Context: an optimization exercise on an open-source flow, tuned for small area. The choices shown serve that exercise and are no tape-out recipe. Only simulation tests tie the RTL to the original design; equivalence was not proved. Power and IR drop assume default switching activity.

==> flow/design.v <==
module CPU (
    output [6:0] disp0, disp1, disp2, disp3, disp4, disp5, disp6, disp7, disp8, disp9, disp10, disp11, disp12, disp13,
    output [2:0] flags,
    output halted,
    output [5:0] mem_addr,
    output mem_wr,
    output [13:0] mem_wdata,
    input [13:0] mem_rdata,
    input clk, rst);
    reg [2:0] ph;             
    reg [3:0] cnt;            
    reg halt;
    reg mLD, mST;             
    reg [5:0] pc;
    reg [2:0] flg;
    reg [13:0] dv;            
    reg dm;                   
    reg [111:0] rf;           
    reg [13:0] T, U;          
    reg c;                    
    reg z;                    
    reg dT, dU;               
    reg mb;                   
    wire ph0 = (ph == 3'd0);
    wire ph6 = (ph == 3'd6);
    wire msel = mLD | mST;
    wire clr = mLD & mST;
    wire stw = mST & ~mLD;    
    wire act = ~clr & ~halt & ~msel;
    assign mem_addr = msel ? U[5:0] : pc;
    assign mem_wr = stw & ph0;
    assign mem_wdata = T;
    assign flags = flg;
    assign halted = halt;
    wire [4:0] op = mem_rdata[13:9];
    wire [2:0] fd = mem_rdata[8:6];
    wire [2:0] fa = mem_rdata[5:3];
    wire [2:0] fb = mem_rdata[2:0];
    wire oNOP  = (op == 5'b00000) | (op == 5'b00010);
    wire oEND  = (op == 5'b00001);
    wire oADD  = (op == 5'b00011);
    wire oSUB  = (op == 5'b00100);
    wire oMUL  = (op == 5'b00101);
    wire oDIV  = (op == 5'b00110);
    wire oLT   = (op == 5'b00111);
    wire oGT   = (op == 5'b01000);
    wire oLE   = (op == 5'b01001);
    wire oGE   = (op == 5'b01010);
    wire oEQ   = (op == 5'b01011);
    wire oNE   = (op == 5'b01100);
    wire oCMP  = oLT | oGT | oLE | oGE | oEQ | oNE;
    wire oAND  = (op == 5'b01101);
    wire oOR   = (op == 5'b01110);
    wire oNOT  = (op == 5'b01111);
    wire oXOR  = (op == 5'b10000);
    wire oTWO  = (op == 5'b10001);
    wire oLSLN = (op == 5'b10010);
    wire oLSRN = (op == 5'b10011);
    wire oSHN  = oLSLN | oLSRN;
    wire oSH1  = (op >= 5'b10100) & (op <= 5'b11001);
    wire oROT  = (op == 5'b11000) | (op == 5'b11001);
    wire oDISP = (op == 5'b11010) | (op == 5'b11011);
    wire oMOD  = (op == 5'b11100);
    wire oCPY  = (op == 5'b11101);
    wire oLDR  = (op == 5'b11110);
    wire oSTR  = (op == 5'b11111);
    wire oMD   = oMUL | oDIV;
    wire oLOG  = oAND | oOR | oXOR;
    wire c0  = (cnt == 4'd0);
    wire c1  = (cnt == 4'd1);
    wire c2  = (cnt == 4'd2);
    wire c14 = (cnt == 4'd14);
    wire c15 = (cnt == 4'd15);
    wire [2:0] psel = oSTR ? fd : (c0 ? fa : fb);
    reg [1:0] pv;
    integer i;
    always @(*) begin
        pv = 2'b00;
        for (i = 0; i < 8; i = i + 1)
            if (psel == i) pv = rf[14*i +: 2];
    end
    wire [1:0] tv = T[1:0];
    wire shLeft = oMD | oLSLN | (oSH1 & ~op[0]);
    wire lin = oROT ? T[13] : (oDIV ? U[13] : 1'b0);
    wire [1:0] shl = {T[0], ph0 ? lin : dT};
    wire [1:0] shr = {ph6 ? (oROT & mb) : T[2], T[1]};
    wire [1:0] sh = shLeft ? shl : shr;
    wire [1:0] ushl = {U[0], ph0 ? (oDIV & ~mb) : dU};
    wire big = (|U[13:4]) | (&U[3:1]);
    wire zeff = ph0 ? big : z;
    wire mbx = ph0 ? U[13] : mb;
    wire sub = ~mb;
    reg [1:0] x, y;
    reg yinv, cin0;
    always @(*) begin
        x = tv; y = 2'b00; yinv = 1'b0; cin0 = 1'b0;
        if (c0) begin
            x = 2'b00;
            y = oMD ? 2'b00 : pv;
            if (oNOT | oTWO) yinv = 1'b1;
            if (oTWO) cin0 = 1'b1;
        end else begin
            if (oADD | oSUB | oCMP | oLOG) y = pv;
            if (oSUB | oCMP) begin yinv = 1'b1; cin0 = 1'b1; end
            if (oSUB & c2) begin x = 2'b00; y = 2'b00; yinv = 1'b0; cin0 = 1'b0; end
            if (oSH1) x = sh;
            if (oSHN & ~c1) x = zeff ? 2'b00 : sh;
            if (oMUL) begin x = sh; y = {2{mbx}} & pv; end
            if (oDIV) begin
                if (c15) x = z ? ushl : tv;
                else begin x = sh; y = pv; yinv = sub; cin0 = sub; end
            end
        end
    end
    wire [1:0] yy = y ^ {2{yinv}};
    wire [1:0] p = x ^ yy;
    wire [1:0] g = x & yy;
    wire ci = ph0 ? cin0 : c;
    wire ci1 = g[0] | (p[0] & ci);
    wire co = g[1] | (p[1] & ci1);
    wire [1:0] s = p ^ {ci1, ci};
    wire zbase = ph0 ? 1'b0 : z;
    wire zcmp = zbase | ~(&p);       
    wire zb = zbase | (|pv);
    reg z_n;
    always @(*) begin
        z_n = z;
        if (oCMP) z_n = zcmp;
        if ((oDIV | oSHN) & c1) z_n = zb;
        if (oSHN & ~c0 & ~c1 & ph0) z_n = big;
        if (oMUL) begin
            if (c0) z_n = 1'b0;
            else z_n = z | (ph6 & (co | T[1])) | (c14 & (ph >= 3'd4) & (|s));
        end
    end
    wire fset = act & ((ph6 & ((c1 & ((oADD & co) | (oSUB & ~co) | oCMP)) | (c0 & oTWO & ~co)
                                | (c14 & oMUL & z_n) | (c15 & oDIV & ~z) | (c0 & oMOD))));
    wire cond = (oLT & ~co) | (oGE & co) | (oGT & co & zcmp) | (oLE & ~(co & zcmp)) | (oEQ & ~zcmp) | (oNE & zcmp);
    wire [2:0] fv = {oSUB | oDIV | oMOD,
                     oADD | oTWO | oMUL | (oCMP & ~cond) | oMOD,
                     oADD | oTWO | oMUL | oDIV | (oCMP & cond) | (oMOD & T[2])};
    wire fin_act =
          (c0 & (oNOP | oNOT | oCPY | oMOD | oTWO | oDISP))
        | (c1 & (oADD | oLOG | oCMP | (oSUB & co) | oSH1 | (oSHN & ~zb)))
        | (c2 & (oSUB | oLDR))
        | (c14 & oMUL)
        | (c15 & oDIV)
        | (~c0 & ~c1 & oSHN & (z | (U[5:2] + 4'd1 == cnt)));
    wire fin = stw | (act & fin_act);
    wire [6:0] pcc = {pcc[5:0] & pc, ph6 & fin};
    wire [4:0] cntc = {cntc[3:0] & cnt, ~clr & ~halt};
    wire we_act =
          (c0 & (oNOT | oCPY | oTWO))
        | (c1 & (oADD | oSUB | oLOG | oSH1 | oSHN))
        | (c2 & (oSUB | oLDR))
        | (c14 & oMUL)
        | (c15 & oDIV)
        | (~c0 & ~c1 & oSHN);
    wire we = act & we_act;
    wire [1:0] wv = clr ? 2'b00 : (oAND ? g : (oOR ? (p | g) : (oXOR ? p : s)));
    reg [1:0] mbits;
    always @(*) begin
        case (ph)
            3'd0: mbits = mem_rdata[1:0];
            3'd1: mbits = mem_rdata[3:2];
            3'd2: mbits = mem_rdata[5:4];
            3'd3: mbits = mem_rdata[7:6];
            3'd4: mbits = mem_rdata[9:8];
            3'd5: mbits = mem_rdata[11:10];
            default: mbits = mem_rdata[13:12];
        endcase
    end
    wire [1:0] tin = mLD ? mbits : s;
    wire uload = act & ((oMD & c0) | (oSHN & c1));
    wire ushift = act & oMD & ~c0;
    wire usave = act & c0 & (oLDR | oSTR);
    wire [1:0] uin = uload ? pv : (ushift ? ushl : (usave ? mbits : U[1:0]));
    always @(posedge clk) begin
        for (i = 0; i < 8; i = i + 1)
            rf[14*i +: 14] <= {((we & (fd == i)) | clr) ? wv : rf[14*i +: 2], rf[14*i + 2 +: 12]};
        T <= {tin, T[13:2]};
        U <= {uin, U[13:8], mLD ? U[5:0] : U[7:2]};
        c <= co;
        dT <= T[1];
        dU <= U[1];
        if (act) z <= z_n;
        if (act & oMUL & ph0) mb <= U[13];
        if (act & oSH1 & ph0) mb <= T[0];
        if (act & oDIV & ph6) mb <= c0 ? 1'b0 : (T[1] ^ sub ^ co);
    end
    always @(posedge clk or posedge rst) begin
        if (rst) begin
            ph <= 3'd0;
            cnt <= 4'd0;
            halt <= 1'b0;
            mLD <= 1'b1;
            mST <= 1'b1;
            pc <= 6'd0;
            flg <= 3'd0;
            dv <= 14'd0;
            dm <= 1'b0;
        end else begin
            ph <= ph6 ? 3'd0 : ph + 3'd1;
            pc <= pc ^ pcc[5:0];
            if (act & oEND) halt <= 1'b1;
            if (ph6) begin
                if (fin) cnt <= 4'd0;
                else cnt <= cnt ^ cntc[3:0];
                mLD <= act & oLDR & c0;
                mST <= act & oSTR & c0;
            end
            if (fset) flg <= fv;
            if (act & ph6 & oDISP) begin
                dv <= {pv, T[13:2]};
                dm <= op[0];
            end
        end
    end
    function [6:0] hex7(input [3:0] v);
        case (v)
            4'h0: hex7 = 7'b0000001;
            4'h1: hex7 = 7'b1001111;
            4'h2: hex7 = 7'b0010010;
            4'h3: hex7 = 7'b0000110;
            4'h4: hex7 = 7'b1001100;
            4'h5: hex7 = 7'b0100100;
            4'h6: hex7 = 7'b0100000;
            4'h7: hex7 = 7'b0001111;
            4'h8: hex7 = 7'b0000000;
            4'h9: hex7 = 7'b0001100;
            4'hA: hex7 = 7'b0001000;
            4'hB: hex7 = 7'b1100000;
            4'hC: hex7 = 7'b0110001;
            4'hE: hex7 = 7'b0110000;
            4'hF: hex7 = 7'b0111000;
            default: hex7 = 7'b1111111;
        endcase
    endfunction
    function [6:0] bin7(input b, input h);
        bin7 = {b | h, h, h, b | h, b | h, b | h, 1'b1};
    endfunction
    assign disp0 = hex7({dm & dv[3], dm & dv[2], dm & dv[1], dv[0]});
    assign disp1 = hex7({dm & dv[7], dm & dv[6], dm & dv[5], dm ? dv[4] : dv[1]});
    assign disp2 = hex7({dm & dv[11], dm & dv[10], dm & dv[9], dm ? dv[8] : dv[2]});
    assign disp3 = hex7({2'b00, dm & dv[13], dm ? dv[12] : dv[3]});
    assign disp4 = bin7(dv[4], dm);
    assign disp5 = bin7(dv[5], dm);
    assign disp6 = bin7(dv[6], dm);
    assign disp7 = bin7(dv[7], dm);
    assign disp8 = bin7(dv[8], dm);
    assign disp9 = bin7(dv[9], dm);
    assign disp10 = bin7(dv[10], dm);
    assign disp11 = bin7(dv[11], dm);
    assign disp12 = bin7(dv[12], dm);
    assign disp13 = bin7(dv[13], dm);
endmodule
==> flow/flow/run.sh <==
#!/bin/bash
set -uo pipefail
export BUFFER_PORTS_ARGS="-buffer_cell sky130_fd_sc_hd__buf_1"
export CTS_ARGS="-sink_clustering_enable -repair_clock_nets -buf_list {sky130_fd_sc_hd__clkbuf_8} -dont_use_dummy_load"
bash standard.sh synth > standard_synth.log 2>&1 || exit 1
R=orfs/results/sky130hd/CPU/base
if bash flow/resyn.sh $R/1_2_yosys.v $PWD/resyn_out.v $PWD/resyn_work > resyn.log 2>&1; then
  cp $R/1_2_yosys.v standard_1_2_yosys.v
  cp resyn_out.v $R/1_2_yosys.v
  rm -f $R/1_synth.odb
fi
bash standard.sh > standard.log 2>&1
==> flow/flow/abc_da.script <==
strash
dc2
&get -n
&st
&synch2
&deepsyn -T 120 -I 4 -t
&nf -R 1000 -p -F 8 -A 4
&put
topo
mfs3 -ae
==> flow/flow/abc_db.script <==
strash
dc2
&get -n
&st
&synch2
&deepsyn -T 60 -I 8
&nf -R 1000 -p -F 8 -A 4
&put
topo
mfs3 -ae
==> flow/flow/abc_dd.script <==
strash
dc2
&get -n
&st
&synch2
&deepsyn -T 120 -I 4 -t
&dch -f
&nf -R 1000 -p -F 8 -A 4
&put
topo
mfs3 -ae
==> flow/flow/abc_r4m.script <==
strash
dc2
&get -n
&st
&synch2
&nf -R 1000 -p -F 8 -A 4
&put
strash
dc2
&get -n
&st
&synch2
&nf -R 1000 -p -F 8 -A 4
&put
strash
dc2
&get -n
&st
&synch2
&nf -R 1000 -p -F 8 -A 4
&put
strash
dc2
&get -n
&st
&synch2
&nf -R 1000 -p -F 8 -A 4
&put
topo
mfs3 -ae
==> flow/flow/resyn.sh <==
#!/bin/bash
# Re-map the combinational logic of the standard synthesis netlist with
# stronger ABC scripts (area), keeping every flip-flop instance as it is.
# usage: resyn.sh IN.v OUT.v WORKDIR
# Writes OUT.v only if a candidate is smaller and formally equivalent to IN.v.
set -uo pipefail
IN=$1; OUT=$2; W=$3
HERE=$(cd "$(dirname "$0")" && pwd)
YOSYS=${YOSYS_EXE:-$FLOW_HOME/../tools/install/yosys/bin/yosys}
LIB=$FLOW_HOME/platforms/sky130hd/lib/sky130_fd_sc_hd__tt_025C_1v80.lib
mkdir -p $W
DU=$(sed -n '/export DONT_USE_CELLS += \\/,/[^\\]$/p' $FLOW_HOME/platforms/sky130hd/config.mk | tr -d '\\' | tr ' ' '\n' | grep sky130 | sed 's/^/-dont_use /' | tr '\n' ' ')
SEQ="sky130_fd_sc_hd__df* sky130_fd_sc_hd__edf* sky130_fd_sc_hd__sdf* sky130_fd_sc_hd__sedf* sky130_fd_sc_hd__dl* sky130_fd_sc_hd__sdl* sky130_fd_sc_hd__conb_1"
area() { grep "Chip area" $1 | tail -1 | awk '{print $NF}'; }
# run the candidate scripts in parallel (at most NUM_CORES at a time)
jobs_max=${NUM_CORES:-4}
for s in $HERE/abc_*.script; do
  n=$(basename $s .script)
  cat > $W/$n.ys <<EOS
read_liberty -ignore_miss_func $LIB
blackbox $SEQ
read_verilog $IN
hierarchy -top CPU
flatten
opt_clean
techmap
opt -fast
abc -liberty $LIB $DU -script $s -D 30000
opt_clean -purge
read_liberty -lib -overwrite $LIB
delete t:\$scopeinfo
hilomap -singleton -hicell sky130_fd_sc_hd__conb_1 HI -locell sky130_fd_sc_hd__conb_1 LO
insbuf -buf sky130_fd_sc_hd__buf_4 A X
opt_clean -purge
stat -liberty $LIB
check -assert
write_verilog -noattr -nohex -nodec $W/$n.v
EOS
  ( $YOSYS -q -s $W/$n.ys -l $W/$n.log > /dev/null 2>&1 && touch $W/$n.ok ) &
  while [[ $(jobs -rp | wc -l) -ge $jobs_max ]]; do sleep 1; done
done
wait
# candidates that built, smallest first
: > $W/areas.txt
for s in $HERE/abc_*.script; do
  n=$(basename $s .script)
  if [[ -f $W/$n.ok ]]; then
    echo "$n $(area $W/$n.log)" >> $W/areas.txt
  else
    echo "$n: failed"
  fi
done
sort -k2 -g $W/areas.txt > $W/areas_sorted.txt
cat $W/areas_sorted.txt
# area of the input, measured the same way
cat > $W/in.ys <<EOS
read_liberty -ignore_miss_func $LIB
blackbox $SEQ
read_verilog $IN
hierarchy -top CPU
stat -liberty $LIB
EOS
$YOSYS -q -s $W/in.ys -l $W/in.log > /dev/null 2>&1
inarea=$(area $W/in.log)
echo "input: $inarea"
cat > $W/conb.v <<EOS
module sky130_fd_sc_hd__conb_1 (output HI, output LO);
  assign HI = 1'b1;
  assign LO = 1'b0;
endmodule
EOS
# formal equivalence of a candidate with the input (flip-flops modelled
# from the library, so both sides have the same state elements by name;
# internal net and cell names are hidden so only those and the ports pair up)
while read n a; do
  awk "BEGIN{exit !($a < $inarea)}" || break
  cat > $W/equiv_$n.ys <<EOS
read_liberty -ignore_miss_func $LIB
read_verilog -overwrite $W/conb.v
read_verilog $IN
rename CPU gold
rename -hide gold/w:_* gold/c:_*
read_verilog $W/$n.v
rename CPU gate
rename -hide gate/w:_* gate/c:_*
hierarchy -check
flatten gold gate
async2sync
opt_clean
equiv_make gold gate equiv
hierarchy -top equiv
equiv_simple -seq 2
equiv_induct
equiv_status -assert
EOS
  if $YOSYS -q -s $W/equiv_$n.ys -l $W/equiv_$n.log > /dev/null 2>&1; then
    echo "chosen: $n ($a), proven equivalent"
    cp $W/$n.v $OUT
    exit 0
  fi
  echo "$n: equivalence not proven"
done < $W/areas_sorted.txt
echo "keeping the standard netlist"
exit 1
==> flow/standard.sh <==
#!/bin/bash
# synth_recipe.tcl (not shown) runs the flow's synth.tcl, then flattens the netlist and writes it again
# the make line also repeats each setting of config.mk as NAME=value (left out here)
make -C /OpenROAD-flow-scripts/flow DESIGN_CONFIG=/design/flow/config.mk WORK_HOME=/design/flow/orfs CLKGATE_MAP_FILE= SYNTH_SCRIPT=/design/flow/synth_recipe.tcl "${@:-finish}"
==> flow/config.mk <==
export PLATFORM = sky130hd
export DESIGN_NAME = CPU
export DESIGN_NICKNAME = CPU
export VERILOG_FILES = /design/flow/design.v
export SDC_FILE = /design/flow/constraint.sdc
export NUM_CORES = 4
export LEC_CHECK = 0
export ABC_AREA = 1
export CAP_MARGIN = 20
export CORE_MARGIN = 2
export CORE_UTILIZATION = 70
export PLACE_DENSITY = 0.8
export SLEW_MARGIN = 20
==> flow/constraint.sdc <==
create_clock -name core_clock -period 30.0 [get_ports {clk}]
set_input_delay 6.0000 -clock core_clock [delete_from_list [all_inputs] [get_ports {clk}]]
set_output_delay 6.0000 -clock core_clock [all_outputs]
set_load 0.01 [all_outputs]
==> results.py <==
metrics = {
    "status": {
        "status": "complete, no violations",
    },
    "floorplan": {
        "die_h_um": 104,
        "core_mm2": 0.00968,
        "rows": 36,
        "ios": 139,
        "die-area_mm2": 0.0107,
        "initial_utilization_pct": 71.6,
        "die_width_um": 104,
    },
    "route": {
        "wl_per_cell_um": 20.5,
        "vias": 5736,
        "route.detailed.drc": 0,
        "drtIter0Drc": 648,
        "final_antenna_net_count": 0,
        "totalWireLength_um": 18700,
        "viasPerCell": 6.29,
        "drt-pass1-iter-count": 9,
    },
    "critical_path": {
        "critical_path_buf_inv_count": 1,
        "cp_data_arrival_time_ps": 11750,
        "worst_path_dominant_cell_family": "simple AND/OR/NAND/NOR gates",
        "crit_path_max_incr_delay_ps": 450,
        "cp-end-kind": "register",
        "critPathRequiredTime_ps": 30320,
        "reg2reg_from": "cnt[1]$_DFFE_PP0P_",
        "cp_common_cell": "nand2_1",
        "cp_max_fo": 15,
        "worstSetupPathType": "in -> reg",
        "slowest_stage": "nor2_1",
        "crit_path_start_kind": "input port",
        "worstSetupStartpoint": "mem_rdata[11]",
    },
    "placed_design": {
        "hpwlAfterDp_um": 13200,
        "dp.cells": 895,
        "pre_cts_ws_ps": 18370,
        "gp_congestion": 1.01,
        "port_buffers": 127,
    },
    "finish": {
        "final_cells": 912,
        "area_growth_syn_to_layout_pct": 4.91,
        "antennaDiodeCount": 0,
        "drive_gt1_share_pct": 2.82,
        "nets": 797,
    },
    "clocking": {
        "clk_latency_ps": 460,
        "clkTransAtPathRegs_ps": 100,
        "cts_max_level": 4,
        "cts_tree": "built",
        "cts_setup_buffers": 0,
        "cts_buffer_depth": 2,
        "cts_hold_buffers": 0,
        "root_buffer": "clkbuf_8",
        "clkSinkCount": 179,
        "cts_made_buffers": 17,
        "cts_resized": 0,
    },
    "timing": {
        "fin_ws_ps": 18570,
        "tns_ps": 0,
        "period_needed_ps": 11430,
        "maxSlewViolCount": 0,
        "relSlewSlack_pct": 32.3,
        "worst_pin_slew_ps": 990,
        "hold_viol_final": 0,
        "min_period_over_period_pct": 38.1,
        "rsz0062_at_grt": "no",
        "setup_viol": 0,
        "finClkSkew_ps": 39.0,
        "fmax_mhz": 87.5,
    },
    "synthesis": {
        "syn_area_per_cell_um2": 9.88,
        "syn_area_mm2": 0.00694,
        "syn_inst": 702,
        "yosysWarnings": 1,
    },
    "grt": {
        "grt_pass1_wl_um": 29600,
        "grt_pass1_vias": 5457,
        "grt_start_max_net_pins": 51,
        "grt_use_total_pct": 35.4,
        "grt-ovfl-total": 0,
        "antenna_found_initial": 0,
    },
    "power": {
        "powerDensity_mw_per_mm2": 95.0,
        "ir_worst_vdd_uv": 72.6,
        "leakage_nw": 2.85,
    },
    "hold_path": {
        "holdCritStartpoint": "rf[8]$_DFF_P_",
        "hp-class": "reg -> reg",
    },
    "job": {
        "cap_violations": 0,
    },
}
[state kept, by name, indices dropped and copies added, names as in the netlist, 3 cells and up]
register  flops
T            14
U            14
cnt           4
dv           14
flg           3
pc            6
ph            3
rf          112
[path summary, 6_finish.rpt]
kind / to / slack (ps) / depth (start not counted)
worst max-delay path: pc[5]$_DFF_PP0_ / 18570 / 26
worst min-delay path: rf[6]$_DFF_P_ / 310 / 0
worst max register to register: pc[5]$_DFF_PP0_ / 24140 / 23
worst min register to register: rf[6]$_DFF_P_ / 310 / 0
max in group asynchronous: mLD$_DFFE_PP1P_ / 23990 / 3
min in group asynchronous: ph[1]$_DFF_PP0_ / 5620 / 3
[cell type report]
type	count	area (um^2)
flip-flops and latches	179	3840
multi-input cells	430	2460
fillers	667	2410
repair buffers	130	499
clock buffers	17	234
well taps	133	166
inverters	23	86.3
[cells in the final DEF, fill, tap and decap left out, types with 3 or more instances in the layout]
master,instances
dfxtp_1,137
buf_1,127
nand2_1,61
o21ai_0,61
nor2_1,45
nand3_1,40
a21oi_1,34
dfrtp_1,32
clkinv_1,23
nor3_1,17
clkbuf_8,17
mux2_1,16
nor2b_1,12
or2_0,12
conb_1,11
nand2b_1,9
edfxtp_1,8
and3_1,8
xor2_1,8
a31oi_1,7
o22ai_1,7
o31ai_1,6
and2_0,5
xnor2_1,5
nor4_1,4
a222oi_1,4
o211ai_1,4
nand3b_1,4
o21a_1,3
or3_1,3
a22oi_1,3
nand4_1,3
a211oi_1,3
buf_4,3
[worst reg2reg max path: cells and delay by family (launching register included)]
| kind | cells | cell delay, ps |
|---|---|---|
| DFF | 1 | 480 |
| AOI/OAI and AO/OA | 9 | 2410 |
| and+or+nand+nor | 12 | 2540 |
| xor gates and xnor gates | 2 | 290 |
[per-layer routing]
metal | vias to the layer above | part of all wire [%] | global-route usage [%] | wire (um)
met1 | 2690 | 38 | 44.0 | 7060
met2 | 420 | 49 | 58.7 | 9160
met5 | - | 0 | 0 | 0
met4 | 0 | 4.2 | 16.5 | 789
met3 | 82 | 9.1 | 8.37 | 1710
li1 | 2544 | - | - | -
[per-stage QoR]
step	cell area, um^2	total power [W]	util (%)	hold slack, ps
finish	7280	0.000691	75.2	311
global route	7280	0.000722	75.2	313
CTS	7280	0.000682	75.2	313
detailed placement	7040	0.000559	72.7	312
global placement	7040	0.000546	72.7	310
floorplan	6970	0.000498	-	310
[where the power goes]
group | switching, W | total (W) | internal [W]
combinational | 0.000146 | 0.000211 | 0.0000652
clock | 0.0000722 | 0.000122 | 0.0000501
sequential | 0.0000482 | 0.000358 | 0.000310
total | 0.000266 | 0.000691 | 0.000425

==> re-timing with driven ports <==
The flow's constraints put no driver on any port. The routed layout listed below was extracted and timed again, unchanged, in two steps. Step 1, drivers: a clkbuf_16 drives clk and a buf_2 each remaining input, both assumed. Step 2 adds t to the input delays and takes it off the output delays; t is the mean of the earliest and latest rising clock arrival at the registers after step 1. Input paths then give back, and output paths get back, about the clock's delay inside the block. Slacks: no drivers / after step 1 / after step 2; pairs: no drivers / after step 1.
shift t [ns]: 0.481
setup slack, ns: 18.568 / 18.577 / 18.097
worst setup path at the end: input to register
clock arrival spread, ns: 0.039 / 0.039
worst slew at a driven data input, ns: 0.04
After both steps this run still meets setup and hold. For this run, drivers alone change the setup slack by +0.009 ns; drivers and shift together by -0.471 ns.
